Context: an optimization exercise on an open-source flow, tuned for small area and a short achievable clock period. The choices shown serve that exercise and are no tape-out recipe. Function was checked by simulation only, so behaviour that the tests miss may differ from the original. Power is estimated from default activity; no workload was simulated.

$ cat flow/constraint.sdc
create_clock -name core_clock -period 12.0 [get_ports {clk}]
set_input_delay 2.4000 -clock core_clock [delete_from_list [all_inputs] [get_ports {clk}]]
set_output_delay 2.4000 -clock core_clock [all_outputs]
set_load 0.01 [all_outputs]
$ cat flow/standard.sh
#!/bin/bash
# synth_recipe.tcl (not shown) runs the flow's synth.tcl, then flattens the netlist and writes it again
# the make line also repeats each setting of config.mk as NAME=value (left out here)
make -C /OpenROAD-flow-scripts/flow DESIGN_CONFIG=/design/flow/config.mk WORK_HOME=/design/flow/orfs CLKGATE_MAP_FILE= SYNTH_SCRIPT=/design/flow/synth_recipe.tcl "${@:-finish}"
$ cat flow/flow/run.sh
#!/bin/bash
set -euo pipefail
cp standard.sh standard_copy.sh
sed "s|^make -C|make SETUP_SLACK_MARGIN=7.8 'CTS_ARGS=-sink_clustering_enable -repair_clock_nets -buf_list sky130_fd_sc_hd__clkbuf_8 -dont_use_dummy_load' -C|" standard.sh > tight.sh
grep -q "SETUP_SLACK_MARGIN=7.8 'CTS_ARGS=" tight.sh
bash tight.sh > make_flow.log 2>&1
$ cat flow/config.mk
export PLATFORM = sky130hd
export DESIGN_NAME = multiplier
export DESIGN_NICKNAME = multiplier
export VERILOG_FILES = /design/flow/design.v
export SDC_FILE = /design/flow/constraint.sdc
export NUM_CORES = 4
export LEC_CHECK = 0
export CAP_MARGIN = 20
export CORE_MARGIN = 2
export CORE_UTILIZATION = 62
export PLACE_DENSITY = 0.75
export SLEW_MARGIN = 20
export SYNTH_HIERARCHICAL = 1
export TNS_END_PERCENT = 0
$ cat flow/design.v
module multiplier (a, b, prod, qnan, infinity, zero, normal, clk);
input [15:0] a, b;
input clk;
output [15:0] prod;
output qnan, infinity, zero, normal;
wire [12:0] bx = {1'b0, ~&b[14:10] & |b[14:10], b[9:0], 1'b0};
wire [5:0] c_bo, c_bt;
genvar gi;
generate for (gi = 0; gi < 6; gi = gi + 1) begin : rec
  assign c_bo[gi] = bx[2*gi+1] ^ bx[2*gi];
  assign c_bt[gi] = (bx[2*gi+2] & ~bx[2*gi+1] & ~bx[2*gi]) | (~bx[2*gi+2] & bx[2*gi+1] & bx[2*gi]);
end endgenerate
reg [10:0] sa;
reg [5:0] bo, bt;
reg [4:0] bn;
reg [4:0] ea, eb;
reg sgn1;
always @(posedge clk) begin
  sa <= {~&a[14:10] & |a[14:10], a[9:0]};
  bo <= c_bo;
  bt <= c_bt;
  bn <= {b[9], b[7], b[5], b[3], b[1]};
  ea <= a[14:10];
  eb <= b[14:10];
  sgn1 <= a[15] ^ b[15];
end
wire b_m0 = ~|{bo[4:0], bt[4:0]};
wire a_m0 = ~|sa[9:0];
wire a_e1 = &ea, b_e1 = &eb;
wire a_n = ~a_e1 & |ea, b_n = ~b_e1 & |eb;
wire a_inf = a_e1 & a_m0, b_inf = b_e1 & b_m0;
wire a_zero = ~a_n & ~a_e1 & a_m0, b_zero = ~b_n & ~b_e1 & b_m0;
wire c_qnan = (a_inf & b_zero) | (b_inf & a_zero);
wire c_zero = ~a_inf & ~b_inf & (a_zero | b_zero);
wire c_fin = ~a_e1 & ~b_e1 & ~a_zero & ~b_zero;
wire [5:0] esum = ea + eb;
wire [4:0] pe_nn = ea + eb + 5'd17;
wire [4:0] c_pe0 = (a_n & b_n) ? pe_nn : a_n ? ea : b_n ? eb : 5'd15;
wire [4:0] c_pe1 = c_pe0 + 5'd1;
wire c_f0 = c_fin & (~(a_n & b_n) | (esum <= 6'd45));
wire c_f1 = c_fin & ((a_n & b_n) ? (esum <= 6'd44) : a_n ? (ea != 5'd30) : b_n ? (eb != 5'd30) : 1'b1);
wire pp_0_0 = ~(bn[0] ^ ((bo[0] & sa[0])));
wire pp_0_1 = ~(bn[0] ^ ((bo[0] & sa[1]) | (bt[0] & sa[0])));
wire pp_0_2 = ~(bn[0] ^ ((bo[0] & sa[2]) | (bt[0] & sa[1])));
wire pp_0_3 = ~(bn[0] ^ ((bo[0] & sa[3]) | (bt[0] & sa[2])));
wire pp_0_4 = ~(bn[0] ^ ((bo[0] & sa[4]) | (bt[0] & sa[3])));
wire pp_0_5 = ~(bn[0] ^ ((bo[0] & sa[5]) | (bt[0] & sa[4])));
wire pp_0_6 = ~(bn[0] ^ ((bo[0] & sa[6]) | (bt[0] & sa[5])));
wire pp_0_7 = ~(bn[0] ^ ((bo[0] & sa[7]) | (bt[0] & sa[6])));
wire pp_0_8 = ~(bn[0] ^ ((bo[0] & sa[8]) | (bt[0] & sa[7])));
wire pp_0_9 = ~(bn[0] ^ ((bo[0] & sa[9]) | (bt[0] & sa[8])));
wire pp_0_10 = ~(bn[0] ^ ((bo[0] & sa[10]) | (bt[0] & sa[9])));
wire pp_0_11 = ~(bn[0] ^ ((bt[0] & sa[10])));
wire pp_1_0 = ~(bn[1] ^ ((bo[1] & sa[0])));
wire pp_1_1 = ~(bn[1] ^ ((bo[1] & sa[1]) | (bt[1] & sa[0])));
wire pp_1_2 = ~(bn[1] ^ ((bo[1] & sa[2]) | (bt[1] & sa[1])));
wire pp_1_3 = ~(bn[1] ^ ((bo[1] & sa[3]) | (bt[1] & sa[2])));
wire pp_1_4 = ~(bn[1] ^ ((bo[1] & sa[4]) | (bt[1] & sa[3])));
wire pp_1_5 = ~(bn[1] ^ ((bo[1] & sa[5]) | (bt[1] & sa[4])));
wire pp_1_6 = ~(bn[1] ^ ((bo[1] & sa[6]) | (bt[1] & sa[5])));
wire pp_1_7 = ~(bn[1] ^ ((bo[1] & sa[7]) | (bt[1] & sa[6])));
wire pp_1_8 = ~(bn[1] ^ ((bo[1] & sa[8]) | (bt[1] & sa[7])));
wire pp_1_9 = ~(bn[1] ^ ((bo[1] & sa[9]) | (bt[1] & sa[8])));
wire pp_1_10 = ~(bn[1] ^ ((bo[1] & sa[10]) | (bt[1] & sa[9])));
wire pp_1_11 = ~(bn[1] ^ ((bt[1] & sa[10])));
wire pp_2_0 = ~(bn[2] ^ ((bo[2] & sa[0])));
wire pp_2_1 = ~(bn[2] ^ ((bo[2] & sa[1]) | (bt[2] & sa[0])));
wire pp_2_2 = ~(bn[2] ^ ((bo[2] & sa[2]) | (bt[2] & sa[1])));
wire pp_2_3 = ~(bn[2] ^ ((bo[2] & sa[3]) | (bt[2] & sa[2])));
wire pp_2_4 = ~(bn[2] ^ ((bo[2] & sa[4]) | (bt[2] & sa[3])));
wire pp_2_5 = ~(bn[2] ^ ((bo[2] & sa[5]) | (bt[2] & sa[4])));
wire pp_2_6 = ~(bn[2] ^ ((bo[2] & sa[6]) | (bt[2] & sa[5])));
wire pp_2_7 = ~(bn[2] ^ ((bo[2] & sa[7]) | (bt[2] & sa[6])));
wire pp_2_8 = ~(bn[2] ^ ((bo[2] & sa[8]) | (bt[2] & sa[7])));
wire pp_2_9 = ~(bn[2] ^ ((bo[2] & sa[9]) | (bt[2] & sa[8])));
wire pp_2_10 = ~(bn[2] ^ ((bo[2] & sa[10]) | (bt[2] & sa[9])));
wire pp_2_11 = ~(bn[2] ^ ((bt[2] & sa[10])));
wire pp_3_0 = ~(bn[3] ^ ((bo[3] & sa[0])));
wire pp_3_1 = ~(bn[3] ^ ((bo[3] & sa[1]) | (bt[3] & sa[0])));
wire pp_3_2 = ~(bn[3] ^ ((bo[3] & sa[2]) | (bt[3] & sa[1])));
wire pp_3_3 = ~(bn[3] ^ ((bo[3] & sa[3]) | (bt[3] & sa[2])));
wire pp_3_4 = ~(bn[3] ^ ((bo[3] & sa[4]) | (bt[3] & sa[3])));
wire pp_3_5 = ~(bn[3] ^ ((bo[3] & sa[5]) | (bt[3] & sa[4])));
wire pp_3_6 = ~(bn[3] ^ ((bo[3] & sa[6]) | (bt[3] & sa[5])));
wire pp_3_7 = ~(bn[3] ^ ((bo[3] & sa[7]) | (bt[3] & sa[6])));
wire pp_3_8 = ~(bn[3] ^ ((bo[3] & sa[8]) | (bt[3] & sa[7])));
wire pp_3_9 = ~(bn[3] ^ ((bo[3] & sa[9]) | (bt[3] & sa[8])));
wire pp_3_10 = ~(bn[3] ^ ((bo[3] & sa[10]) | (bt[3] & sa[9])));
wire pp_3_11 = ~(bn[3] ^ ((bt[3] & sa[10])));
wire pp_4_0 = ~(bn[4] ^ ((bo[4] & sa[0])));
wire pp_4_1 = ~(bn[4] ^ ((bo[4] & sa[1]) | (bt[4] & sa[0])));
wire pp_4_2 = ~(bn[4] ^ ((bo[4] & sa[2]) | (bt[4] & sa[1])));
wire pp_4_3 = ~(bn[4] ^ ((bo[4] & sa[3]) | (bt[4] & sa[2])));
wire pp_4_4 = ~(bn[4] ^ ((bo[4] & sa[4]) | (bt[4] & sa[3])));
wire pp_4_5 = ~(bn[4] ^ ((bo[4] & sa[5]) | (bt[4] & sa[4])));
wire pp_4_6 = ~(bn[4] ^ ((bo[4] & sa[6]) | (bt[4] & sa[5])));
wire pp_4_7 = ~(bn[4] ^ ((bo[4] & sa[7]) | (bt[4] & sa[6])));
wire pp_4_8 = ~(bn[4] ^ ((bo[4] & sa[8]) | (bt[4] & sa[7])));
wire pp_4_9 = ~(bn[4] ^ ((bo[4] & sa[9]) | (bt[4] & sa[8])));
wire pp_4_10 = ~(bn[4] ^ ((bo[4] & sa[10]) | (bt[4] & sa[9])));
wire pp_4_11 = ~(bn[4] ^ ((bt[4] & sa[10])));
wire pp_5_0 = ~((bo[5] & sa[0]));
wire pp_5_1 = ~((bo[5] & sa[1]) | (bt[5] & sa[0]));
wire pp_5_2 = ~((bo[5] & sa[2]) | (bt[5] & sa[1]));
wire pp_5_3 = ~((bo[5] & sa[3]) | (bt[5] & sa[2]));
wire pp_5_4 = ~((bo[5] & sa[4]) | (bt[5] & sa[3]));
wire pp_5_5 = ~((bo[5] & sa[5]) | (bt[5] & sa[4]));
wire pp_5_6 = ~((bo[5] & sa[6]) | (bt[5] & sa[5]));
wire pp_5_7 = ~((bo[5] & sa[7]) | (bt[5] & sa[6]));
wire pp_5_8 = ~((bo[5] & sa[8]) | (bt[5] & sa[7]));
wire pp_5_9 = ~((bo[5] & sa[9]) | (bt[5] & sa[8]));
wire pp_5_10 = ~((bo[5] & sa[10]) | (bt[5] & sa[9]));
wire pp_5_11 = ~((bt[5] & sa[10]));
wire [4:0] bnn = ~bn;
wire s1, c2, s3, c4, s5, c6, s7, c8, s9, c10, s11, c12, s13, c14, s15, c16, s17, c18, s19, c20, s21, c22, s23, c24, s25, c26, s27, c28, s29, c30, s31, c32, s33, c34, s35, c36, s37, c38, s39, s40, c41, s42, c43, s44, c45, s46, c47, s48, c49, s50, c51, s52, c53, s54, c55, s56, c57, s58, c59, s60, c61, s62, c63, s64, c65, s66, c67, s68, c69, s70, s71, c72, s73, c74, s75, c76, s77, c78, s79, c80, s81, c82, s83, c84, s85, c86, s87, c88, s89, c90, s91, c92, s93, c94, s95, c96, s97, c98, s99, c100, s101, c102, s103, c104, s105, c106, s107, c108, s109;
nhs us1 (.a(pp_0_6), .b(pp_1_4), .y(s1));
nhc uc2 (.a(pp_0_6), .b(pp_1_4), .y(c2));
nhs us3 (.a(pp_0_7), .b(pp_1_5), .y(s3));
nhc uc4 (.a(pp_0_7), .b(pp_1_5), .y(c4));
fa us5 (.y(pp_0_8), .x(pp_1_6), .cin(pp_2_4), .sum(s5), .cout(c6));
nhs us7 (.a(pp_3_2), .b(pp_4_0), .y(s7));
nhc uc8 (.a(pp_3_2), .b(pp_4_0), .y(c8));
fa us9 (.y(pp_0_9), .x(pp_1_7), .cin(pp_2_5), .sum(s9), .cout(c10));
nhs us11 (.a(pp_3_3), .b(pp_4_1), .y(s11));
nhc uc12 (.a(pp_3_3), .b(pp_4_1), .y(c12));
fa us13 (.y(pp_0_10), .x(pp_1_8), .cin(pp_2_6), .sum(s13), .cout(c14));
fa us15 (.y(pp_3_4), .x(pp_4_2), .cin(pp_5_0), .sum(s15), .cout(c16));
fa us17 (.y(pp_0_11), .x(pp_1_9), .cin(pp_2_7), .sum(s17), .cout(c18));
fa us19 (.y(pp_3_5), .x(pp_4_3), .cin(pp_5_1), .sum(s19), .cout(c20));
fa us21 (.y(pp_1_10), .x(pp_2_8), .cin(pp_3_6), .sum(s21), .cout(c22));
fa us23 (.y(pp_4_4), .x(pp_5_2), .cin(bnn[0]), .sum(s23), .cout(c24));
fa us25 (.y(pp_1_11), .x(pp_2_9), .cin(pp_3_7), .sum(s25), .cout(c26));
fa us27 (.y(pp_4_5), .x(pp_5_3), .cin(bnn[0]), .sum(s27), .cout(c28));
fa us29 (.y(pp_2_10), .x(pp_3_8), .cin(pp_4_6), .sum(s29), .cout(c30));
fa us31 (.y(pp_5_4), .x(bn[0]), .cin(bn[1]), .sum(s31), .cout(c32));
ha us33 (.a(pp_2_11), .b(pp_3_9), .sum(s33), .cout(c34));
nhs us35 (.a(pp_4_7), .b(pp_5_5), .y(s35));
nhc uc36 (.a(pp_4_7), .b(pp_5_5), .y(c36));
fa us37 (.y(pp_3_10), .x(pp_4_8), .cin(pp_5_6), .sum(s37), .cout(c38));
assign s39 = ~pp_3_11;
nhs us40 (.a(pp_0_4), .b(pp_1_2), .y(s40));
nhc uc41 (.a(pp_0_4), .b(pp_1_2), .y(c41));
nhs us42 (.a(pp_0_5), .b(pp_1_3), .y(s42));
nhc uc43 (.a(pp_0_5), .b(pp_1_3), .y(c43));
fa us44 (.y(pp_2_2), .x(pp_3_0), .cin(bnn[3]), .sum(s44), .cout(c45));
fa us46 (.y(pp_2_3), .x(pp_3_1), .cin(c2), .sum(s46), .cout(c47));
fa us48 (.y(bnn[4]), .x(c4), .cin(s7), .sum(s48), .cout(c49));
fa us50 (.y(c8), .x(s11), .cin(c6), .sum(s50), .cout(c51));
fa us52 (.y(c12), .x(c10), .cin(s13), .sum(s52), .cout(c53));
fa us54 (.y(c14), .x(c16), .cin(s17), .sum(s54), .cout(c55));
fa us56 (.y(c18), .x(c20), .cin(s21), .sum(s56), .cout(c57));
fa us58 (.y(c22), .x(s25), .cin(c24), .sum(s58), .cout(c59));
fa us60 (.y(c26), .x(s29), .cin(c28), .sum(s60), .cout(c61));
fa us62 (.y(s35), .x(s33), .cin(c30), .sum(s62), .cout(c63));
fa us64 (.y(bn[2]), .x(c34), .cin(c36), .sum(s64), .cout(c65));
fa us66 (.y(pp_4_9), .x(pp_5_7), .cin(s39), .sum(s66), .cout(c67));
fa us68 (.y(pp_3_11), .x(pp_4_10), .cin(pp_5_8), .sum(s68), .cout(c69));
assign s70 = ~pp_4_11;
nhs us71 (.a(pp_0_2), .b(pp_1_0), .y(s71));
nhc uc72 (.a(pp_0_2), .b(pp_1_0), .y(c72));
nhs us73 (.a(pp_0_3), .b(pp_1_1), .y(s73));
nhc uc74 (.a(pp_0_3), .b(pp_1_1), .y(c74));
fa us75 (.y(pp_2_0), .x(bnn[2]), .cin(s40), .sum(s75), .cout(c76));
fa us77 (.y(pp_2_1), .x(c41), .cin(s42), .sum(s77), .cout(c78));
fa us79 (.y(c43), .x(s1), .cin(s44), .sum(s79), .cout(c80));
fa us81 (.y(s3), .x(c45), .cin(s46), .sum(s81), .cout(c82));
fa us83 (.y(s5), .x(c47), .cin(s48), .sum(s83), .cout(c84));
fa us85 (.y(s9), .x(c49), .cin(s50), .sum(s85), .cout(c86));
fa us87 (.y(s15), .x(c51), .cin(s52), .sum(s87), .cout(c88));
fa us89 (.y(s19), .x(c53), .cin(s54), .sum(s89), .cout(c90));
fa us91 (.y(s23), .x(c55), .cin(s56), .sum(s91), .cout(c92));
fa us93 (.y(s27), .x(c57), .cin(s58), .sum(s93), .cout(c94));
fa us95 (.y(s31), .x(c59), .cin(s60), .sum(s95), .cout(c96));
fa us97 (.y(c32), .x(s62), .cin(c61), .sum(s97), .cout(c98));
fa us99 (.y(s37), .x(s64), .cin(c63), .sum(s99), .cout(c100));
fa us101 (.y(c38), .x(s66), .cin(c65), .sum(s101), .cout(c102));
fa us103 (.y(bn[3]), .x(c67), .cin(s68), .sum(s103), .cout(c104));
fa us105 (.y(pp_5_9), .x(s70), .cin(c69), .sum(s105), .cout(c106));
fa us107 (.y(pp_4_11), .x(pp_5_10), .cin(bn[4]), .sum(s107), .cout(c108));
assign s109 = ~pp_5_11;
wire [21:0] ra_n = {s109, s107, c104, s103, s101, s99, c96, c94, c92, c90, c88, c86, c84, c82, c80, c78, c76, c74, c72, bnn[1], pp_0_1, pp_0_0};
wire [21:0] rb_n = {c108, c106, s105, c102, c100, c98, s97, s95, s93, s91, s89, s87, s85, s83, s81, s79, s77, s75, s73, s71, 1'b1, bnn[0]};
wire [21:0] ck = ra_n & rb_n;
wire [21:0] cp = ra_n ^ rb_n;
wire G0_1 = ck[1] | (cp[1] & (ra_n[0] | rb_n[0]));
wire G0_2 = ck[2] | (cp[2] & ck[1]);
wire P0_2 = cp[2] & cp[1];
wire G0_3 = ck[3] | (cp[3] & ck[2]);
wire P0_3 = cp[3] & cp[2];
wire G0_4 = ck[4] | (cp[4] & ck[3]);
wire P0_4 = cp[4] & cp[3];
wire G0_5 = ck[5] | (cp[5] & ck[4]);
wire P0_5 = cp[5] & cp[4];
wire G0_6 = ck[6] | (cp[6] & ck[5]);
wire P0_6 = cp[6] & cp[5];
wire G0_7 = ck[7] | (cp[7] & ck[6]);
wire P0_7 = cp[7] & cp[6];
wire G0_8 = ck[8] | (cp[8] & ck[7]);
wire P0_8 = cp[8] & cp[7];
wire G0_9 = ck[9] | (cp[9] & ck[8]);
wire P0_9 = cp[9] & cp[8];
wire G0_10 = ck[10] | (cp[10] & ck[9]);
wire P0_10 = cp[10] & cp[9];
wire G0_11 = ck[11] | (cp[11] & ck[10]);
wire P0_11 = cp[11] & cp[10];
wire G0_12 = ck[12] | (cp[12] & ck[11]);
wire P0_12 = cp[12] & cp[11];
wire G0_13 = ck[13] | (cp[13] & ck[12]);
wire P0_13 = cp[13] & cp[12];
wire G0_14 = ck[14] | (cp[14] & ck[13]);
wire P0_14 = cp[14] & cp[13];
wire G0_15 = ck[15] | (cp[15] & ck[14]);
wire P0_15 = cp[15] & cp[14];
wire G0_16 = ck[16] | (cp[16] & ck[15]);
wire P0_16 = cp[16] & cp[15];
wire G0_17 = ck[17] | (cp[17] & ck[16]);
wire P0_17 = cp[17] & cp[16];
wire G0_18 = ck[18] | (cp[18] & ck[17]);
wire P0_18 = cp[18] & cp[17];
wire G0_19 = ck[19] | (cp[19] & ck[18]);
wire P0_19 = cp[19] & cp[18];
wire G0_20 = ck[20] | (cp[20] & ck[19]);
wire P0_20 = cp[20] & cp[19];
wire G0_21 = ck[21] | (cp[21] & ck[20]);
wire P0_21 = cp[21] & cp[20];
wire G1_2 = G0_2 | (P0_2 & (ra_n[0] | rb_n[0]));
wire G1_3 = G0_3 | (P0_3 & G0_1);
wire G1_4 = G0_4 | (P0_4 & G0_2);
wire P1_4 = P0_4 & P0_2;
wire G1_5 = G0_5 | (P0_5 & G0_3);
wire P1_5 = P0_5 & P0_3;
wire G1_6 = G0_6 | (P0_6 & G0_4);
wire P1_6 = P0_6 & P0_4;
wire G1_7 = G0_7 | (P0_7 & G0_5);
wire P1_7 = P0_7 & P0_5;
wire G1_8 = G0_8 | (P0_8 & G0_6);
wire P1_8 = P0_8 & P0_6;
wire G1_9 = G0_9 | (P0_9 & G0_7);
wire P1_9 = P0_9 & P0_7;
wire G1_10 = G0_10 | (P0_10 & G0_8);
wire P1_10 = P0_10 & P0_8;
wire G1_11 = G0_11 | (P0_11 & G0_9);
wire P1_11 = P0_11 & P0_9;
wire G1_12 = G0_12 | (P0_12 & G0_10);
wire P1_12 = P0_12 & P0_10;
wire G1_13 = G0_13 | (P0_13 & G0_11);
wire P1_13 = P0_13 & P0_11;
wire G1_14 = G0_14 | (P0_14 & G0_12);
wire P1_14 = P0_14 & P0_12;
wire G1_15 = G0_15 | (P0_15 & G0_13);
wire P1_15 = P0_15 & P0_13;
wire G1_16 = G0_16 | (P0_16 & G0_14);
wire P1_16 = P0_16 & P0_14;
wire G1_17 = G0_17 | (P0_17 & G0_15);
wire P1_17 = P0_17 & P0_15;
wire G1_18 = G0_18 | (P0_18 & G0_16);
wire P1_18 = P0_18 & P0_16;
wire G1_19 = G0_19 | (P0_19 & G0_17);
wire P1_19 = P0_19 & P0_17;
wire G1_20 = G0_20 | (P0_20 & G0_18);
wire P1_20 = P0_20 & P0_18;
wire G1_21 = G0_21 | (P0_21 & G0_19);
wire P1_21 = P0_21 & P0_19;
wire G2_4 = G1_4 | (P1_4 & (ra_n[0] | rb_n[0]));
wire G2_5 = G1_5 | (P1_5 & G0_1);
wire G2_6 = G1_6 | (P1_6 & G1_2);
wire G2_7 = G1_7 | (P1_7 & G1_3);
wire G2_8 = G1_8 | (P1_8 & G1_4);
wire P2_8 = P1_8 & P1_4;
wire G2_9 = G1_9 | (P1_9 & G1_5);
wire P2_9 = P1_9 & P1_5;
wire G2_10 = G1_10 | (P1_10 & G1_6);
wire P2_10 = P1_10 & P1_6;
wire G2_11 = G1_11 | (P1_11 & G1_7);
wire P2_11 = P1_11 & P1_7;
wire G2_12 = G1_12 | (P1_12 & G1_8);
wire P2_12 = P1_12 & P1_8;
wire G2_13 = G1_13 | (P1_13 & G1_9);
wire P2_13 = P1_13 & P1_9;
wire G2_14 = G1_14 | (P1_14 & G1_10);
wire P2_14 = P1_14 & P1_10;
wire G2_15 = G1_15 | (P1_15 & G1_11);
wire P2_15 = P1_15 & P1_11;
wire G2_16 = G1_16 | (P1_16 & G1_12);
wire P2_16 = P1_16 & P1_12;
wire G2_17 = G1_17 | (P1_17 & G1_13);
wire P2_17 = P1_17 & P1_13;
wire G2_18 = G1_18 | (P1_18 & G1_14);
wire P2_18 = P1_18 & P1_14;
wire G2_19 = G1_19 | (P1_19 & G1_15);
wire P2_19 = P1_19 & P1_15;
wire G2_20 = G1_20 | (P1_20 & G1_16);
wire P2_20 = P1_20 & P1_16;
wire G2_21 = G1_21 | (P1_21 & G1_17);
wire P2_21 = P1_21 & P1_17;
wire G3_8 = G2_8 | (P2_8 & (ra_n[0] | rb_n[0]));
wire G3_9 = G2_9 | (P2_9 & G0_1);
wire G3_10 = G2_10 | (P2_10 & G1_2);
wire G3_11 = G2_11 | (P2_11 & G1_3);
wire G3_12 = G2_12 | (P2_12 & G2_4);
wire G3_13 = G2_13 | (P2_13 & G2_5);
wire G3_14 = G2_14 | (P2_14 & G2_6);
wire G3_15 = G2_15 | (P2_15 & G2_7);
wire G3_16 = G2_16 | (P2_16 & G2_8);
wire P3_16 = P2_16 & P2_8;
wire G3_17 = G2_17 | (P2_17 & G2_9);
wire P3_17 = P2_17 & P2_9;
wire G3_18 = G2_18 | (P2_18 & G2_10);
wire P3_18 = P2_18 & P2_10;
wire G3_19 = G2_19 | (P2_19 & G2_11);
wire P3_19 = P2_19 & P2_11;
wire G3_20 = G2_20 | (P2_20 & G2_12);
wire P3_20 = P2_20 & P2_12;
wire G3_21 = G2_21 | (P2_21 & G2_13);
wire P3_21 = P2_21 & P2_13;
wire G4_16 = G3_16 | (P3_16 & (ra_n[0] | rb_n[0]));
wire G4_17 = G3_17 | (P3_17 & G0_1);
wire G4_18 = G3_18 | (P3_18 & G1_2);
wire G4_19 = G3_19 | (P3_19 & G1_3);
wire G4_20 = G3_20 | (P3_20 & G2_4);
wire G4_21 = G3_21 | (P3_21 & G2_5);
wire [22:0] ncy;
assign ncy[0] = 1'b1;
assign ncy[1] = (ra_n[0] | rb_n[0]);
assign ncy[2] = G0_1;
assign ncy[3] = G1_2;
assign ncy[4] = G1_3;
assign ncy[5] = G2_4;
assign ncy[6] = G2_5;
assign ncy[7] = G2_6;
assign ncy[8] = G2_7;
assign ncy[9] = G3_8;
assign ncy[10] = G3_9;
assign ncy[11] = G3_10;
assign ncy[12] = G3_11;
assign ncy[13] = G3_12;
assign ncy[14] = G3_13;
assign ncy[15] = G3_14;
assign ncy[16] = G3_15;
assign ncy[17] = G4_16;
assign ncy[18] = G4_17;
assign ncy[19] = G4_18;
assign ncy[20] = G4_19;
assign ncy[21] = G4_20;
assign ncy[22] = G4_21;
wire [21:0] raw = ~(cp ^ ncy[21:0]);
reg [11:0] r2;
reg hin2, sgn2, q2, z2, f02, f12;
reg [4:0] pe2;
always @(posedge clk) begin
  r2 <= raw[21:10];
  hin2 <= ~raw[21];
  sgn2 <= sgn1;
  q2 <= c_qnan;
  z2 <= c_zero;
  f02 <= c_f0;
  f12 <= c_f1;
  pe2 <= c_pe0;
end
wire [4:0] pe2i = pe2 + 5'd1;
wire [4:0] e0 = f02 ? pe2 : {5{~z2}};
wire [4:0] e1 = f12 ? pe2i : {5{~z2}};
wire hi = r2[11];
wire lo = hin2;
wire fin = (hi & f12) | (lo & f02);
assign qnan = q2;
assign zero = z2;
assign normal = fin;
assign infinity = ~(q2 | z2 | fin);
assign prod[15] = sgn2;
assign prod[14:10] = ({5{hi}} & e1) | ({5{lo}} & e0);
assign prod[9:0] = ({10{hi & f12}} & r2[10:1]) | ({10{lo & f02}} & r2[9:0]) | {q2, 3'b000, q2, 1'b0, q2, 1'b0, q2, 1'b0};
endmodule
module nhs (a, b, y);
input a, b;
output y;
assign y = ~(a ^ b);
endmodule
module nhc (a, b, y);
input a, b;
output y;
assign y = a | b;
endmodule
module g_xor2 (a, b, y);
input a, b;
output y;
assign y = a ^ b;
endmodule
module g_xnor2 (a, b, y);
input a, b;
output y;
assign y = ~(a ^ b);
endmodule
module g_nor2 (a, b, y);
input a, b;
output y;
assign y = ~(a | b);
endmodule
module g_nand2 (a, b, y);
input a, b;
output y;
assign y = ~(a & b);
endmodule
module g_inv (a, y);
input a;
output y;
assign y = ~a;
endmodule
module g_a21oi (a, b, c, y);
input a, b, c;
output y;
assign y = ~((a & b) | c);
endmodule
module g_o21ai (a, b, c, y);
input a, b, c;
output y;
assign y = ~((a | b) & c);
endmodule
module xr2 (a, b, y);
input a, b;
output y;
assign y = a ^ b;
endmodule
module ha (a, b, sum, cout);
input a, b;
output sum, cout;
assign sum = a ^ b;
assign cout = a & b;
endmodule
module fa (x, y, cin, sum, cout);
input x, y, cin;
output sum, cout;
assign sum = x ^ y ^ cin;
assign cout = (x & y) | (x & cin) | (y & cin);
endmodule
==> results of run 1 <==
power by group through the flow:
stage	Sequential (mW)	Combinational, mW	Clock (mW)
finish	0.304	1.09	0.135
global route	0.309	1.21	0.147
CTS	0.302	1.09	0.138
detailed placement	0.305	1.08	0
global placement	0.304	1.06	0
floorplan	0.280	0.820	0
cells in the mapped netlist (7+ instances only):
cell,count,area [µm²]
a21o_1,7,52.55
a21oi_1,24,120.1
a22o_1,7,61.31
a22oi_1,61,457.9
and3_1,8,50.05
buf_1,7,26.28
clkbuf_1,25,93.84
dfxtp_1,62,1241
fa_1,46,920.9
ha_1,31,387.9
inv_1,13,48.80
nand2_1,27,101.4
nand2b_1,7,43.79
nor2_1,21,78.83
o21ai_0,17,85.08
or2_1,9,56.30
xnor2_1,75,656.9
xor2_1,15,131.4
registers in the layout, summed over array words and instances, names as in the netlist:
signal and count:
r2 12, sa 11, bo 6, bt 6, bn 5, ea 5
eb 5, pe2 5, f02 1, f12 1, hin2 1, q2 1
sgn1 1, sgn2 1, z2 1
modules after synthesis (local to each module, per instance):
| module | cells inside | flip-flops and latches | cell area (µm²) | times used |
|---|---|---|---|---|
| multiplier | 496 | 62 | 4323 | 1 |
| fa | 1 | 0 | 20.02 | 43 |
| ha | 1 | 0 | 12.51 | 1 |
| nhs | 1 | 0 | 8.758 | 9 |
| nhc | 1 | 0 | 6.256 | 9 |
path summary, 6_finish.rpt:
check | cells after the start | slack [ns] | endpoint | from
setup / recovery | 5 | 7.65 | prod[13] | z2
hold / removal | 0 | 0.32 | sgn2 | sgn1
setup reg to reg | 12 | 7.76 | r2[4] | bn[0]
hold reg to reg | 0 | 0.32 | sgn2 | sgn1
layout make-up:
cell class | count | area (µm²) | area share [%]
clock buffers | 9 | 123.9 | 2.062
inverters | 15 | 63.81 | 1.062
multi-input cells | 448 | 3924 | 65.32
flip-flops and latches | 62 | 1242 | 20.68
well taps | 105 | 131.4 | 2.187
repair buffers | 52 | 521.8 | 8.686
worst register-to-register path: stages (launching register included):
cell       delay, ns
dfxtp_1         0.37
inv_1           0.52
xnor2_1         0.20
fa_1            0.51
fa_1            0.52
fa_1            0.41
ha_1            0.30
a21oi_1         0.28
o211ai_1        0.15
nand4_1         0.17
o211ai_2        0.18
a2111oi_2       0.40
nor3_1          0.14
metrics by stage:
step	hold WS (ns)	setup WS (ns)
final	0.3200	7.647
after global routing	0.3274	7.535
after CTS	0.3243	7.592
after detailed placement	0.3144	7.707
after floorplan	0.3096	8.090
after global placement	0.3132	7.815
layer usage:
| layer | track usage, % | wire length [µm] |
|---|---|---|
| met5 | 0 | 0 |
| met4 | 8.342 | 204 |
| met3 | 5.130 | 833 |
| met2 | 43.27 | 5824 |
| met1 | 37.94 | 5446 |
cells by family after synthesis:
group                      count (synthesis)
DFF                                       62
xor gates and xnor gates                  90
adders and majority gates                 77
AOI/OAI and AO/OA                        155
muxes                                      4
buffers and inverters                     48
and+or+nand+nor                          122
repair_timing:
item | in CTS | in global routing
gates resized for setup | 7 | 4
setup endpoints to repair | 25 | 27
hold buffers | 0 | 0
pin swaps | 0 | 0
buffers inserted | 0 | 0
==> impl_metrics.tcl, run 1 <==
set metrics [dict create \
    drv_slew 0 \
    antenna_found_initial 0 \
    synth_cell_types 56 \
    synth_edf_count 0 \
    crit_slowest_cell "clkdlybuf4s50_1" \
    yosys.area_share.simple_pct 12.09 \
    p_comb_share_pct 71.3 \
    placed_cells 682 \
    cts.clk_slew.worst_paths_ns 0.06 \
    synthAdderAreaFrac_pct 24.55 \
    status "timing/DRC/antenna clean" \
    grtUsageTotal_pct 27.23 \
    synth_seq_cells 62 \
    grt_pass1_wl_um 20950 \
    grt_pass1_vias 4294 \
    path_buf_inv 2 \
    synthMuxAreaShare_pct 0.7510 \
    critical_path_class "reg2out" \
    crit_fanout 9 \
    rsz0062_at_grt "yes" \
    numClockSinks 62 \
    seqPwrFrac_pct 19.9 \
    fp.dieW_um 96.73 \
    maxCapViolCount 0 \
    die_y_um 96.73 \
    clkPwrFrac_pct 8.8 \
    critPathTopFamily "compound AO/OA/AOI/OAI gates" \
    synth.avg_cell_area_um2 9.554 \
    h-tree-depth 3 \
    fill_cells 630 \
    synthFlopType "dfxtp_1" \
    grt_overflow 0 \
    finalCritPeriodShare_pct 36.28 \
    tns_ns 0 \
    antenna_left 0 \
    totalWireLength_um 12310 \
    p_switching_uw 704.5 \
    synthArstFlopShare_pct 0 \
    finalPower_mw 1.529 \
    critPathCaptureType "output pin" \
    dp_hpwl_um 9620 \
    critical_path_required_ns 9.60 \
    initial_core_util_pct 64.56 \
    clk_latency_ns 0.34 \
    drive_gt1_share_pct 5.461 \
    synth_top_family_by_area "adder cells" \
    numPortBuffers 52 \
    cp_cell_sequence "inv_1 > o21ai_4 > o21ai_0 > a211o_1 > clkdlybuf4s50_1" \
    cts_tree "built" \
    synth_xor_area_share_pct 14.79 \
    cp-start-kind "flop" \
    arrival_ns 1.95 \
    syn-cell-area_um2 5331 \
    viasPerCell 6.259 \
    vias 4325 \
    numCtsBuffers 9 \
    wire_per_inst_um 17.81 \
    fmax_mhz 229.7 \
    layout_min_cycle_time_ns 4.353 \
    slew_headroom_pct 55.49 \
    power.density_nw_per_um2 254.5 \
    final_cell_mix "75 x xnor2_1, 61 x a22oi_1, 61 x dfxtp_1" \
    clk_path_buf_depth 2 \
    p_leak_nw 2.317 \
    slowest_delay_ns 0.48 \
    route.detailed.drc 0 \
    row_count 33 \
    synth_fp_nets 668 \
    switching_share_pct 46.08 \
    core_um2 8258 \
    hold_viol 0 \
    setup_viol_count_final 0 \
    min_path_type "reg2reg" \
    finalClockSkew_ns 0.01566 \
    synth_cells 558 \
    nNetsFinal 698 \
    drt-initial-drc-count 309 \
    ctsRootBufferMaster "clkbuf_8" \
    fin_area_um2 6007 \
    vdd_ir_drop_max_mv 0.1571 \
    die_area_um2 9357 \
    syn2layout_area_growth_pct 12.67 \
    synth_compound_area_share_pct 21.10 \
    pin_count 53 \
    firstDrtPassIters 5 \
    final_util_pct 72.74 \
    placed_area_um2 5856 \
    num_antenna_cells 0 \
    instances_no_fill 691 \
    worst_pin_slew_ns 0.6669 \
    synth_warnings 7 \
    grt_max_degree 14 \
    final_common_cell "xnor2_1" \
    yosysSeqAreaShare_pct 23.28 \
    gp_congestion 0.8568 \
    p_int_uw 824.4 \
]
==> inputs of run 2 (changes only) <==
--- a/flow/config.mk
+++ b/flow/config.mk
@@ -12,3 +12,3 @@
 export SLEW_MARGIN = 20
 export SYNTH_HIERARCHICAL = 1
-export TNS_END_PERCENT = 0
+export TNS_END_PERCENT = 30
==> run 2 against run 1 <==
Effect of this change: synthesized area unchanged; combinational power about the same; fmax rose by 4.3%; design area grew 2.7%; power rose by 2.0%; largest cell class unchanged; clock-buffer cell count is the same; non-clock buffer count rose by 13; synthesized cell count stayed put.
==> impl_metrics.tcl, run 2 <==
set metrics [dict create \
    wire_per_inst_um 17.93 \
    hold_viol 0 \
    numClockSinks 62 \
    worst_pin_slew_ns 0.5195 \
    clk_path_buf_depth 2 \
    row_count 33 \
    syn-cell-area_um2 5331 \
    gp_congestion 0.8568 \
    cts_hold_buf 0 \
    placed_cells 682 \
    synth_edf_count 0 \
    placed_area_um2 5856 \
    die_y_um 96.73 \
    critical_path_required_ns 9.60 \
    grtUsageTotal_pct 27.49 \
    tns_ns 0 \
    synth_cells 558 \
    slowest_delay_ns 0.56 \
    critical_path_class "reg2out" \
    dp_hpwl_um 9620 \
    synth_xor_area_share_pct 14.79 \
    core_um2 8258 \
    synth_top_area_share_pct 23.28 \
    clk_latency_ns 0.34 \
    switching_share_pct 46.10 \
    antenna_left 0 \
    synthTopCellsByArea "dfxtp_1 23%, fa_1 17%, xnor2_1 12%" \
    synth_cell_types 56 \
    syn2layout_area_growth_pct 15.68 \
    synthAdderAreaFrac_pct 24.55 \
    synthMuxAreaShare_pct 0.7510 \
    hold_slack_ns 0.3197 \
    layout_min_cycle_time_ns 4.173 \
    grt_pass1_wl_um 21130 \
    h-tree-depth 3 \
    fin_area_um2 6167 \
    cts.clk_slew.worst_paths_ns 0.06 \
    critPathCaptureType "output pin" \
    viasPerCell 6.266 \
    die_area_um2 9357 \
    cp-start-kind "flop" \
    final_cell_mix "75 x xnor2_1, 61 x a22oi_1, 47 x dfxtp_1, 47 x clkdlybuf4s50_1, 46 x fa_1" \
    totalWireLength_um 12620 \
    critPathTopFamily "buffers and inverters" \
    top_regs "r2: 12 flops, sa: 11 flops" \
    nNetsFinal 711 \
    setup_viol_count_final 0 \
    slew_headroom_pct 65.32 \
    yosysTopAreaCell "dfxtp_1" \
    drv_slew 0 \
    cp_cell_sequence "inv_1 > o21ai_4 > buf_4 > o22ai_1 > clkdlybuf4s50_1" \
    grt_overflow 0 \
    synthArstFlopShare_pct 0 \
    numCtsBuffers 9 \
    status "timing/DRC/antenna clean" \
    rsz0062_at_grt "yes" \
    initial_core_util_pct 64.56 \
    yosys.area_share.simple_pct 12.09 \
    pin_count 53 \
    finalCritPeriodShare_pct 34.77 \
    crit_fanout 8 \
    fmax_mhz 239.6 \
    layout.area.seq_um2 1260 \
    arrival_ns 1.77 \
    instances_no_fill 704 \
    yosysSeqAreaShare_pct 23.28 \
    largest_reg_flops 12 \
    fp.dieW_um 96.73 \
    vias 4411 \
    fill_cells 603 \
    clkPwrFrac_pct 8.6 \
    finalPower_mw 1.559 \
    route.detailed.drc 0 \
    drt-initial-drc-count 306 \
    grt_max_degree 14 \
    regMostFlops "r2" \
    synth_compound_area_share_pct 21.10 \
    final_common_cell "xnor2_1" \
    p_comb_share_pct 71.7 \
    multi_input_area_um2 3948 \
    grt_pass1_vias 4340 \
    seqPwrFrac_pct 19.7 \
    numPortBuffers 52 \
    synthFlopType "dfxtp_1" \
    vdd_ir_drop_max_mv 0.1693 \
    finalClockSkew_ns 0.01456 \
    synth_warnings 7 \
    ctsRootBufferMaster "clkbuf_8" \
    p_switching_uw 718.9 \
    cts_tree "built" \
    yosysMostFrequentCell "xnor2_1" \
    num_antenna_cells 0 \
    drive_gt1_share_pct 10.85 \
    synth.avg_cell_area_um2 9.554 \
    p_int_uw 840.6 \
    p_leak_nw 2.394 \
    synth_seq_cells 62 \
    min_path_type "reg2reg" \
    synth_top_family_by_area "adder cells" \
    synth_fp_nets 668 \
    path_buf_inv 3 \
    maxCapViolCount 0 \
    crit_slowest_cell "clkdlybuf4s50_1" \
    power.density_nw_per_um2 252.9 \
    antenna_found_initial 0 \
    firstDrtPassIters 5 \
    synthTopCellsByCount "75 x xnor2_1, 62 x dfxtp_1, 61 x a22oi_1" \
]
==> run 2: changes by cell type in the layout (fill, tap and decap cells not counted), moves of 2 or more <==
cell,before,now
inv_4,0,2
a21oi_2,0,2
and2_4,0,2
buf_4,0,12
inv_1,13,10
dlygate4sd2_1,1,3
clkdlybuf4s50_1,50,47
a21oi_1,24,22
and2_2,2,0
dfxtp_2,1,15
dfxtp_1,61,47
==> run 2: worst register-to-register path: stages, from the launching register on <==
cell and delay [ns]:
dfxtp_1 0.46, clkinvlp_4 0.30, buf_12 0.21, xnor2_1 0.14, fa_1 0.46, fa_1 0.56, fa_1 0.42, ha_1 0.45
nand4_1 0.22, o211ai_2 0.31, a2111oi_2 0.12, nor3_1 0.32
==> run 2: logic make-up after synthesis <==
kind of cell    Yosys count
simple gates            122
xor+xnor                 90
fa+ha+maj                77
mux                       4
buf+inv                  48
compound gates          155
flops                    62
==> run 2: final cells by class <==
cell class / instances / area share [%]
well taps: 105 / 2.130
multi-input cells: 448 / 64.01
repair buffers: 65 / 10.25
flip-flops and latches: 62 / 20.43
inverters: 15 / 1.177
clock buffers: 9 / 2.009
==> run 2: modules after synthesis (local to each module, per instance) <==
| module | times used | cell area, µm² | flip-flops and latches | cells inside |
|---|---|---|---|---|
| ha | 1 | 12.51 | 0 | 1 |
| multiplier | 1 | 4323 | 62 | 496 |
| fa | 43 | 20.02 | 0 | 1 |
| nhc | 9 | 6.256 | 0 | 1 |
| nhs | 9 | 8.758 | 0 | 1 |
==> run 2: power by group through the flow <==
stage	logic (mW)	clock network (mW)	registers, mW
4_1_cts	1.09	0.138	0.303
5_1_grt	1.24	0.147	0.312
2_1_floorplan	0.820	0	0.280
6_report	1.12	0.135	0.307
3_3_place_gp	1.06	0	0.304
3_5_place_dp	1.08	0	0.305
==> run 2: stage by stage <==
| stage | setup WS [ns] | utilization (%) |
|---|---|---|
| detailed placement | 7.707 | 70.91 |
| floorplan | 8.090 | - |
| finish | 7.827 | 74.68 |
| global placement | 7.815 | 70.91 |
| global route | 7.764 | 74.68 |
| CTS | 7.592 | 73.20 |
==> run 2: worst paths after layout <==
path	startpoint	to	slack (ns)	cells after the start
worst max register to register	bn[3]	r2[4]	7.93	11
worst min-delay path	sgn1	sgn2	0.32	0
worst max-delay path	z2	prod[11]	7.83	5
worst min register to register	sgn1	sgn2	0.32	0
==> run 2: timing repair <==
item                                    CTS  global route
pin swaps                                 0             1
resized for setup                        13            26
setup buffers                             5             8
endpoints found under the setup margin   25            26
==> run 2: layer usage <==
layer | up-vias | wire length, µm | global-route usage, %
met5 | - | 0 | 0
met3 | 26 | 815 | 5.130
met4 | 0 | 254 | 8.776
li1 | 2079 | - | -
met1 | 2123 | 5527 | 38.08
met2 | 183 | 6026 | 43.80
==> inputs of run 3 (changes only) <==
--- a/flow/config.mk
+++ b/flow/config.mk
@@ -6,9 +6,8 @@
 export NUM_CORES = 4
 export LEC_CHECK = 0
-export CAP_MARGIN = 20
+export CAP_MARGIN = 0
 export CORE_MARGIN = 2
 export CORE_UTILIZATION = 62
 export PLACE_DENSITY = 0.75
-export SLEW_MARGIN = 20
+export SLEW_MARGIN = 0
 export SYNTH_HIERARCHICAL = 1
-export TNS_END_PERCENT = 30
==> run 3 against run 2 <==
Effect of this change: clock skew is essentially flat; setup slack gained 0.048 ns; hold slack is essentially flat; critical endpoint is now prod[9].
==> impl_metrics.tcl, run 3 <==
set metrics [dict create \
    grt_pass1_wl_um 21130 \
    yosys.area_share.simple_pct 12.09 \
    placed_area_um2 5856 \
    synth_top_area_share_pct 23.28 \
    synth_cells 558 \
    multi_input_area_um2 3948 \
    final_cell_mix "75 x xnor2_1, 61 x a22oi_1, 47 x dfxtp_1, 47 x clkdlybuf4s50_1, 46 x fa_1" \
    grtUsageMet2_pct 43.80 \
    synth_top_family_by_area "adder cells" \
    maxCapViolCount 0 \
    antenna_left 0 \
    largest_reg_flops 12 \
    tns_ns 0 \
    drive_gt1_share_pct 11.17 \
    synthArstFlopShare_pct 0 \
    layout.area.seq_um2 1260 \
    synth_warnings 7 \
    wire_per_inst_um 17.95 \
    synth_xor_area_share_pct 14.79 \
    vdd_ir_drop_max_mv 0.1691 \
    vias 4420 \
    synthMuxAreaShare_pct 0.7510 \
    met3_usage_pct 5.130 \
    synthTopCellsByCount "75 x xnor2_1, 62 x dfxtp_1, 61 x a22oi_1" \
    nNetsFinal 712 \
    grt_max_degree 14 \
    initial_core_util_pct 64.56 \
    crit_slowest_cell "clkdlybuf4s50_1" \
    cp_cell_sequence "and2_4 > a221o_1 > clkdlybuf4s50_1" \
    rsz0062_at_grt "no" \
    critical_path_class "reg2out" \
    ctsRootBufferMaster "clkbuf_8" \
    firstDrtPassIters 5 \
    totalWireLength_um 12660 \
    setup_ws_ns 7.875 \
    synth_fp_nets 668 \
    numPortBuffers 52 \
    finalCritPeriodShare_pct 34.37 \
    status "timing/DRC/antenna clean" \
    final_common_cell "xnor2_1" \
    antenna_found_initial 0 \
    syn2layout_area_growth_pct 15.82 \
    clk_path_buf_depth 2 \
    pin_count 53 \
    dp_hpwl_um 9620 \
    cp-start-kind "flop" \
    slowest_delay_ns 0.48 \
    viasPerCell 6.270 \
    slew_headroom_pct 65.87 \
    finalClockSkew_ns 0.01425 \
    p_leak_nw 2.400 \
    route.detailed.drc 0 \
    die_y_um 96.73 \
    worst_pin_slew_ns 0.5112 \
    yosysMostFrequentCell "xnor2_1" \
    synth_cell_types 56 \
    synthAdderAreaFrac_pct 24.55 \
    fill_cells 601 \
    syn-cell-area_um2 5331 \
    arrival_ns 1.72 \
    min_path_type "reg2reg" \
    yosysTopAreaCell "dfxtp_1" \
    numCtsBuffers 9 \
    h-tree-depth 3 \
    drt-initial-drc-count 324 \
    num_antenna_cells 0 \
    cts.clk_slew.worst_paths_ns 0.06 \
    setup_viol_count_final 0 \
    fp.dieW_um 96.73 \
    power.density_nw_per_um2 253.2 \
    crit_fanout 11 \
    clk_latency_ns 0.34 \
    grtUsageTotal_pct 27.49 \
    synth_seq_cells 62 \
    placed_cells 682 \
    post-place-ws_ns 7.707 \
    grtUsageMet1_pct 38.08 \
    drv_slew 0 \
    yosysSeqAreaShare_pct 23.28 \
    grt_pass1_vias 4340 \
    instances_no_fill 705 \
    synth_edf_count 0 \
    gp_congestion 0.8568 \
    cts_tree "built" \
    regMostFlops "r2" \
    layout_min_cycle_time_ns 4.125 \
    critical_path_required_ns 9.60 \
    synthTopCellsByArea "dfxtp_1 23%, fa_1 17%, xnor2_1 12%" \
    synth.avg_cell_area_um2 9.554 \
    numClockSinks 62 \
    grt_overflow 0 \
    hold_viol 0 \
    fmax_mhz 242.5 \
    top_regs "r2: 12 flops, sa: 11 flops" \
    top_usage_layer "met2" \
    row_count 33 \
    synth_compound_area_share_pct 21.10 \
    fin_area_um2 6175 \
    hold_slack_ns 0.3200 \
    die_area_um2 9357 \
    core_um2 8258 \
    critPathCaptureType "output pin" \
    synthFlopType "dfxtp_1" \
]
run 3: cell counts after synthesis:
No cell type changed its count.
run 3: what timing repair did:
item	4_1_cts	5_1_grt
setup endpoints to repair	25	26
cloned	0	0
resized for setup	13	27
pin swaps	0	1
hold buffers	0	0
buffers inserted	5	9
run 3: metal layers:
| metal | wire (µm) | vias up | part of all wire, % |
|---|---|---|---|
| met5 | 0 | - | 0 |
| met4 | 243 | 0 | 1.9 |
| li1 | - | 2081 | - |
| met2 | 6063 | 182 | 48 |
| met3 | 895 | 24 | 7.1 |
| met1 | 5453 | 2133 | 43 |
run 3: through the flow:
step           util, %  total power, mW
2_1_floorplan        -            1.100
6_report         74.77            1.564
3_5_place_dp     70.91            1.388
5_1_grt          74.77            1.702
4_1_cts          73.20            1.531
3_3_place_gp     70.91            1.360
run 3: kinds of logic after synthesis:
kind of cell | after synthesis
AOI/OAI and AO/OA | 155
muxes | 4
buffers and inverters | 48
adders and majority gates | 77
DFF | 62
xor gates and xnor gates | 90
and+or+nand+nor | 122
run 3: path summary, 6_finish.rpt:
path / slack, ns / endpoint / cells past startpoint / from
min: 0.32 / sgn2 / 0 / sgn1
max: 7.88 / prod[9] / 3 / hin2
max reg2reg: 7.93 / r2[4] / 11 / bn[3]
min reg2reg: 0.32 / sgn2 / 0 / sgn1
run 3: modules after synthesis, one instance, submodules excluded:
module,copies in the design,flip-flops and latches,cells inside
multiplier,1,62,496
fa,43,0,1
ha,1,0,1
nhs,9,0,1
nhc,9,0,1
run 3: worst max-delay path, delay by kind of cell, from the launching register on:
family | cells | cell delay, ns
AO/OA/AOI/OAI | 1 | 0.35
buffers and inverters | 1 | 0.48
flip-flops | 1 | 0.34
AND/OR/NAND/NOR | 1 | 0.21
run 3: area by class of cell:
type / count / share of cell area, %
clock buffer: 9 / 2.006
inverter: 15 / 1.175
multi-input combinational: 448 / 63.93
sequential: 62 / 20.41
tap: 105 / 2.128
timing repair buffer: 66 / 10.35
run 3: report_power, final:
| group | total (mW) | switching (mW) | internal [mW] |
|---|---|---|---|
| registers | 0.307 | 0.0468 | 0.260 |
| clock network | 0.135 | 0.0685 | 0.0665 |
| logic | 1.12 | 0.605 | 0.517 |
==> inputs of run 4 (changes only) <==
--- a/flow/config.mk
+++ b/flow/config.mk
@@ -6,8 +6,8 @@
 export NUM_CORES = 4
 export LEC_CHECK = 0
-export CAP_MARGIN = 0
+export CAP_MARGIN = 20
 export CORE_MARGIN = 2
-export CORE_UTILIZATION = 62
-export PLACE_DENSITY = 0.75
-export SLEW_MARGIN = 0
+export CORE_UTILIZATION = 70
+export PLACE_DENSITY = 0.85
+export SLEW_MARGIN = 20
 export SYNTH_HIERARCHICAL = 1
==> run 4 against run 3 <==
Effect of this change: fmax is essentially flat; first-iteration DRC count rose by 50%; via count rose by 4.6%; critical path depth did not move; global-route usage up 5.2 points; die area fell by 11%; clock-buffer cell count did not move; flip-flop and latch count unchanged; combinational power is essentially flat; sequential share of layout area increased by 0.11 points; sequential power about the same; cell count fell by 0.14%; highest routed layer unchanged.
==> impl_metrics.tcl, run 4 <==
set metrics [dict create \
    grt_overflow 0 \
    synthArstFlopShare_pct 0 \
    clk_latency_ns 0.35 \
    fmax_mhz 242.6 \
    final_common_cell "xnor2_1" \
    status "timing/DRC/antenna clean" \
    tns_ns 0 \
    viasPerCell 6.570 \
    synth_fp_nets 668 \
    instances_no_fill 704 \
    synthFlopType "dfxtp_1" \
    power.density_nw_per_um2 257.8 \
    synthTopCellsByArea "dfxtp_1 23%, fa_1 17%, xnor2_1 12%" \
    grt_pass1_vias 4540 \
    finalClockSkew_ns 0.02341 \
    synth_edf_count 0 \
    regMostFlops "r2" \
    min_path_type "reg2reg" \
    drive_gt1_share_pct 13.55 \
    drv_slew 0 \
    critical_path_required_ns 9.60 \
    setup_viol_count_final 0 \
    antenna_found_initial 0 \
    cts.clk_slew.worst_paths_ns 0.06 \
    met3WireLength_um 1131 \
    core_um2 7331 \
    clk_path_buf_depth 2 \
    wl_met1_um 5424 \
    yosysSeqAreaShare_pct 23.28 \
    crit_fanout 11 \
    vias 4625 \
    gp_congestion 0.9199 \
    route.detailed.drc 0 \
    initial_core_util_pct 72.73 \
    cts_tree "built" \
    synth_warnings 7 \
    h-tree-depth 3 \
    vdd_ir_drop_max_mv 0.2055 \
    num_antenna_cells 0 \
    antenna_left 0 \
    worst_pin_slew_ns 0.5375 \
    maxCapViolCount 0 \
    top_regs "r2: 12 flops, sa: 11 flops" \
    syn-cell-area_um2 5331 \
    synth_cells 558 \
    synth_top_area_share_pct 23.28 \
    critical_path_class "reg2out" \
    numCtsBuffers 9 \
    final_cell_mix "74 x xnor2_1, 61 x a22oi_1, 46 x fa_1" \
    synth_cell_types 56 \
    p_leak_nw 2.430 \
    hold_slack_ns 0.3325 \
    fp.dieW_um 91.27 \
    yosysMostFrequentCell "xnor2_1" \
    totalWireLength_um 13510 \
    wire_per_inst_um 19.20 \
    pin_count 53 \
    nNetsFinal 717 \
    synthTopCellsByCount "75 x xnor2_1, 62 x dfxtp_1, 61 x a22oi_1" \
    placed_area_um2 5848 \
    hold_viol 0 \
    rsz0062_at_grt "yes" \
    numClockSinks 62 \
    die_y_um 91.27 \
    fin_area_um2 6197 \
    ctsRootBufferMaster "clkbuf_8" \
    arrival_ns 1.72 \
    post-place-ws_ns 7.676 \
    wl_met2_um 6432 \
    layout_min_cycle_time_ns 4.122 \
    row_count 31 \
    firstDrtPassIters 8 \
    numPortBuffers 52 \
    grtUsageTotal_pct 32.71 \
    grt_pass1_wl_um 21800 \
    synth_seq_cells 62 \
    highest_layer "met4" \
    cts_hold_buf 0 \
    placed_cells 676 \
    die_area_um2 8330 \
    largest_reg_flops 12 \
    finalCritPeriodShare_pct 34.35 \
    syn2layout_area_growth_pct 16.24 \
    yosysTopAreaCell "dfxtp_1" \
    grt_max_degree 14 \
    cp-start-kind "flop" \
    drt-initial-drc-count 486 \
    slew_headroom_pct 64.12 \
    critPathCaptureType "output pin" \
    dp_hpwl_um 9716 \
    synth.avg_cell_area_um2 9.554 \
    setup_ws_ns 7.878 \
]
[run 4: report_power, final]
part,internal (mW),switching (mW)
logic,0.513,0.641
clock network,0.0664,0.0690
registers,0.260,0.0481
[run 4: layer usage]
layer / up-vias / GRT usage, %
met4: 0 / 14.27
met5: - / 0
li1: 2096 / -
met1: 2202 / 43.10
met2: 272 / 52.78
met3: 55 / 6.058
[run 4: worst paths after layout]
kind	start	end	slack (ns)	depth (start not counted)
worst max-delay path	hin2	prod[5]	7.88	3
worst min-delay path	sgn1	sgn2	0.33	0
worst max register to register	bn[3]	r2[8]	7.95	13
worst min register to register	sgn1	sgn2	0.33	0
[run 4: cells by family after synthesis]
| kind of cell | Yosys count | share of synthesized area (%) |
|---|---|---|
| AOI/OAI and AO/OA | 155 | 21.10 |
| xor gates and xnor gates | 90 | 14.79 |
| adders and majority gates | 77 | 24.55 |
| buffers and inverters | 48 | 3.450 |
| DFF | 62 | 23.28 |
| muxes | 4 | 0.7510 |
| and+or+nand+nor | 122 | 12.09 |
[run 4: worst max-delay path, stage by stage, from the launching register on]
cell and delay [ns]:
dfxtp_1 0.34, and2_4 0.21, a221o_1 0.36, clkdlybuf4s50_1 0.48
[run 4: cell type report]
cell class | instances | area [µm²]
Tap cell | 99 | 123.9
Timing Repair Buffer | 70 | 654.4
Clock buffer | 9 | 123.9
Timing Repair inverter | 1 | 7.507
Inverter | 15 | 72.57
Multi-Input combinational cell | 448 | 3944
Sequential cell | 62 | 1271
Fill cell | 427 | 1134
[run 4: modules after synthesis (local to each module, per instance)]
module,cells inside,copies in the design,flip-flops and latches
multiplier,496,1,62
fa,1,43,0
ha,1,1,0
nhs,1,9,0
nhc,1,9,0
[run 4: stage by stage]
| step | total power, mW | util [%] |
|---|---|---|
| global placement | 1.349 | 79.77 |
| global route | 1.726 | 84.54 |
| finish | 1.598 | 84.54 |
| floorplan | 1.100 | - |
| detailed placement | 1.406 | 79.77 |
| CTS | 1.562 | 82.69 |
[run 4: repair_timing]
action / in CTS / in global routing
pin swaps: 2 / 1
setup buffers: 8 / 10
gates resized for setup: 18 / 38
gates cloned: 0 / 1
setup endpoints to repair: 22 / 22
==> inputs of run 5 (changes only) <==
==> flow/flow/run.sh (replaced) <==
#!/bin/bash
set -euo pipefail
cp standard.sh standard_copy.sh
sed "s|^make -C|make SETUP_SLACK_MARGIN=7.8 'CTS_ARGS=-sink_clustering_enable -repair_clock_nets -buf_list {sky130_fd_sc_hd__clkbuf_4 sky130_fd_sc_hd__clkbuf_8} -dont_use_dummy_load' -C|" standard.sh > tight.sh
grep -q "SETUP_SLACK_MARGIN=7.8 'CTS_ARGS=" tight.sh
bash tight.sh > make_flow.log 2>&1
--- a/flow/config.mk
+++ b/flow/config.mk
@@ -8,6 +8,7 @@
 export CAP_MARGIN = 20
 export CORE_MARGIN = 2
-export CORE_UTILIZATION = 70
-export PLACE_DENSITY = 0.85
+export CORE_UTILIZATION = 55
+export CTS_BUF_LIST = sky130_fd_sc_hd__clkbuf_8
+export PLACE_DENSITY = 0.7
 export SLEW_MARGIN = 20
 export SYNTH_HIERARCHICAL = 1
==> run 5 against run 4 <==
Effect of this change: highest routed layer unchanged; critical path depth did not move; fmax rose by 0.31%; via count down 4.5%; still clean.
==> impl_metrics.tcl, run 5 <==
set metrics [dict create \
    status "timing/DRC/antenna clean" \
    largest_reg_flops 12 \
    cp-startpoint "f02" \
    cts.clk_slew.worst_paths_ns 0.06 \
    synthTopCellsByArea "dfxtp_1 23%, fa_1 17%, xnor2_1 12%" \
    synth_edf_count 0 \
    syn-cell-area_um2 5331 \
    gp_congestion 0.9385 \
    worstReg2RegStart "sa[9]" \
    top_regs "r2: 12 flops, sa: 11 flops" \
    p_switching_uw 733.1 \
    finalClockSkew_ns 0.01788 \
    vias 4415 \
    fp.dieW_um 102.5 \
    cts_tree "built" \
    ctsRootBufferMaster "clkbuf_8" \
    clkPwrFrac_pct 8.4 \
    drive_gt1_share_pct 12.11 \
    synthFlopType "dfxtp_1" \
    tns_ns 0 \
    die_y_um 102.5 \
    p_comb_share_pct 72.2 \
    drv_slew 0 \
    synthTopCellsByCount "75 x xnor2_1, 62 x dfxtp_1, 61 x a22oi_1" \
    finalCritPeriodShare_pct 34.24 \
    rsz0062_at_grt "no" \
    p_int_uw 845.7 \
    clk_path_buf_depth 2 \
    wire_per_inst_um 17.55 \
    power.density_nw_per_um2 253.3 \
    antenna_found_initial 0 \
    setup_viol_count_final 0 \
    totalWireLength_um 12840 \
    synth_fp_nets 668 \
    final_util_pct 66.81 \
    route.detailed.drc 0 \
    worst_pin_slew_ns 0.5169 \
    pin_count 53 \
    critical_path_class "reg2out" \
    timing.reg2reg.setup_slack_ns 7.94 \
    grt_max_degree 14 \
    h-tree-depth 3 \
    hold_viol 0 \
    antenna_left 0 \
    timing.rr.end "hin2" \
    critical_path_required_ns 9.60 \
    critPathCaptureType "output pin" \
    numCtsBuffers 9 \
    crit_fanout 11 \
    synth_warnings 7 \
    cts_hold_buf 0 \
    r2r_cells 12 \
    vdd_ir_drop_max_mv 0.1597 \
    arrival_ns 1.71 \
    numPortBuffers 52 \
    grt_pass1_wl_um 20820 \
    numClockSinks 62 \
    dp_hpwl_um 9718 \
    synth_cell_types 56 \
    final_common_cell "xnor2_1" \
    firstDrtPassIters 6 \
    synth_seq_cells 62 \
    seqPwrFrac_pct 19.4 \
    hold_slack_ns 0.3375 \
    clk_latency_ns 0.34 \
    crit_path_end "prod[5]" \
    synth_cells 558 \
    regMostFlops "r2" \
    row_count 35 \
    grt_pass1_vias 4293 \
    die_area_um2 10500 \
    yosysSeqAreaShare_pct 23.28 \
    initial_core_util_pct 57.16 \
    yosysMostFrequentCell "xnor2_1" \
    drt-initial-drc-count 287 \
    viasPerCell 6.031 \
    synthArstFlopShare_pct 0 \
    cp-start-kind "flop" \
    layout_min_cycle_time_ns 4.109 \
    nNetsFinal 715 \
    p_leak_nw 2.427 \
    synth_top_area_share_pct 23.28 \
    min_path_type "reg2reg" \
    fmax_mhz 243.4 \
    min-delay-start "sgn1" \
    final_cell_mix "75 x xnor2_1, 61 x a22oi_1, 46 x fa_1, 46 x clkdlybuf4s50_1, 43 x dfxtp_1" \
    finalPower_mw 1.579 \
    num_antenna_cells 0 \
    grtUsageTotal_pct 25.55 \
    slew_headroom_pct 65.50 \
    switching_share_pct 46.43 \
    synth.avg_cell_area_um2 9.554 \
    grt_overflow 0 \
    core_um2 9328 \
    maxCapViolCount 0 \
    yosysTopAreaCell "dfxtp_1" \
    syn2layout_area_growth_pct 16.90 \
]
run 5: area by class of cell:
| cell class | count | area, µm² |
|---|---|---|
| Clock buffer | 9 | 123.9 |
| Fill cell | 781 | 3095 |
| Inverter | 15 | 72.57 |
| Multi-Input combinational cell | 448 | 3940 |
| Sequential cell | 62 | 1265 |
| Tap cell | 129 | 161.4 |
| Timing Repair Buffer | 69 | 669.4 |
run 5: worst max-delay path, cell delays in order (launching register included):
cell	delay, ns
dfxtp_1	0.36
and2_4	0.20
a221o_1	0.34
clkdlybuf4s50_1	0.48
run 5: worst min path at each step:
stage,end,slack [ns],depth (start not counted)
2_1_floorplan,sgn2,0.31,0
3_3_place_gp,sgn2,0.32,0
4_1_cts,sgn2,0.34,0
5_1_grt,sgn2,0.35,0
6_report,sgn2,0.34,0
3_5_place_dp,sgn2,0.32,0
run 5: kinds of logic (layout without fill, tap and decap cells):
group                    Yosys count  after routing  synth area share, %
XOR/XNOR                          90             90                14.79
adder cells (fa/ha/maj)           77             77                24.55
AO/OA/AOI/OAI                    155            155                21.10
buffers and inverters             48             93                3.450
AND/OR/NAND/NOR                  122            122                12.09
flip-flops                        62             62                23.28
multiplexers                       4              4               0.7510
run 5: power by group through the flow:
stage | sequential (mW) | clock [mW] | combinational [mW]
2_1_floorplan | 0.280 | 0 | 0.820
3_5_place_dp | 0.304 | 0 | 1.10
4_1_cts | 0.302 | 0.136 | 1.11
5_1_grt | 0.311 | 0.144 | 1.27
6_report | 0.306 | 0.133 | 1.14
3_3_place_gp | 0.303 | 0 | 1.07
run 5: through the flow:
step           cells  setup WS, ns  area [µm²]
6_report         732         7.891        6232
5_1_grt          732         7.770        6232
4_1_cts          718         7.662        6056
3_5_place_dp     706         7.669        5886
3_3_place_gp     706         7.742        5886
2_1_floorplan    558         8.090        5331
run 5: per-layer routing:
layer	wire, µm	GRT usage [%]
met1	5391	32.41
met2	6433	44.49
met5	0	0
met4	263	8.103
met3	756	4.172
run 5: timing repair:
| action | in CTS | in global routing |
|---|---|---|
| resized for setup | 13 | 32 |
| pin swaps | 1 | 2 |
| buffers inserted | 3 | 14 |
| setup endpoints to repair | 25 | 22 |
run 5: modules after synthesis (local to each module, per instance):
module	times used	cells
ha	1	1
nhc	9	1
nhs	9	1
multiplier	1	496
fa	43	1

## port drivers added, routing unchanged
How much do the figures lean on ideal ports? The routed layouts below were timed once more, with nothing changed but the port constraints. Step 1, drivers: a clkbuf_16 drives clk and a buf_2 each remaining input, both assumed. Step 2 also shifts input and output timing later by t, the mid clock arrival at the registers, as if the neighbouring blocks saw the same clock. Slacks: ideal ports / drivers / drivers and shift; pairs: ideal ports / drivers.
| run | t, ns | setup WS [ns] | worst register clock-pin slew, ns |
|---|---|---|---|
| run 1 | 0.361 | 7.647 / 7.616 / 7.755 | 0.06 / 0.06 |
| run 2 | 0.363 | 7.827 / 7.796 / 7.928 | 0.06 / 0.06 |
| run 3 | 0.364 | 7.875 / 7.844 / 7.932 | 0.06 / 0.06 |
| run 4 | 0.369 | 7.878 / 7.847 / 7.948 | 0.07 / 0.07 |
| run 5 | 0.366 | 7.891 / 7.858 / 7.942 | 0.07 / 0.07 |
After both steps setup and hold are still met in every run listed.
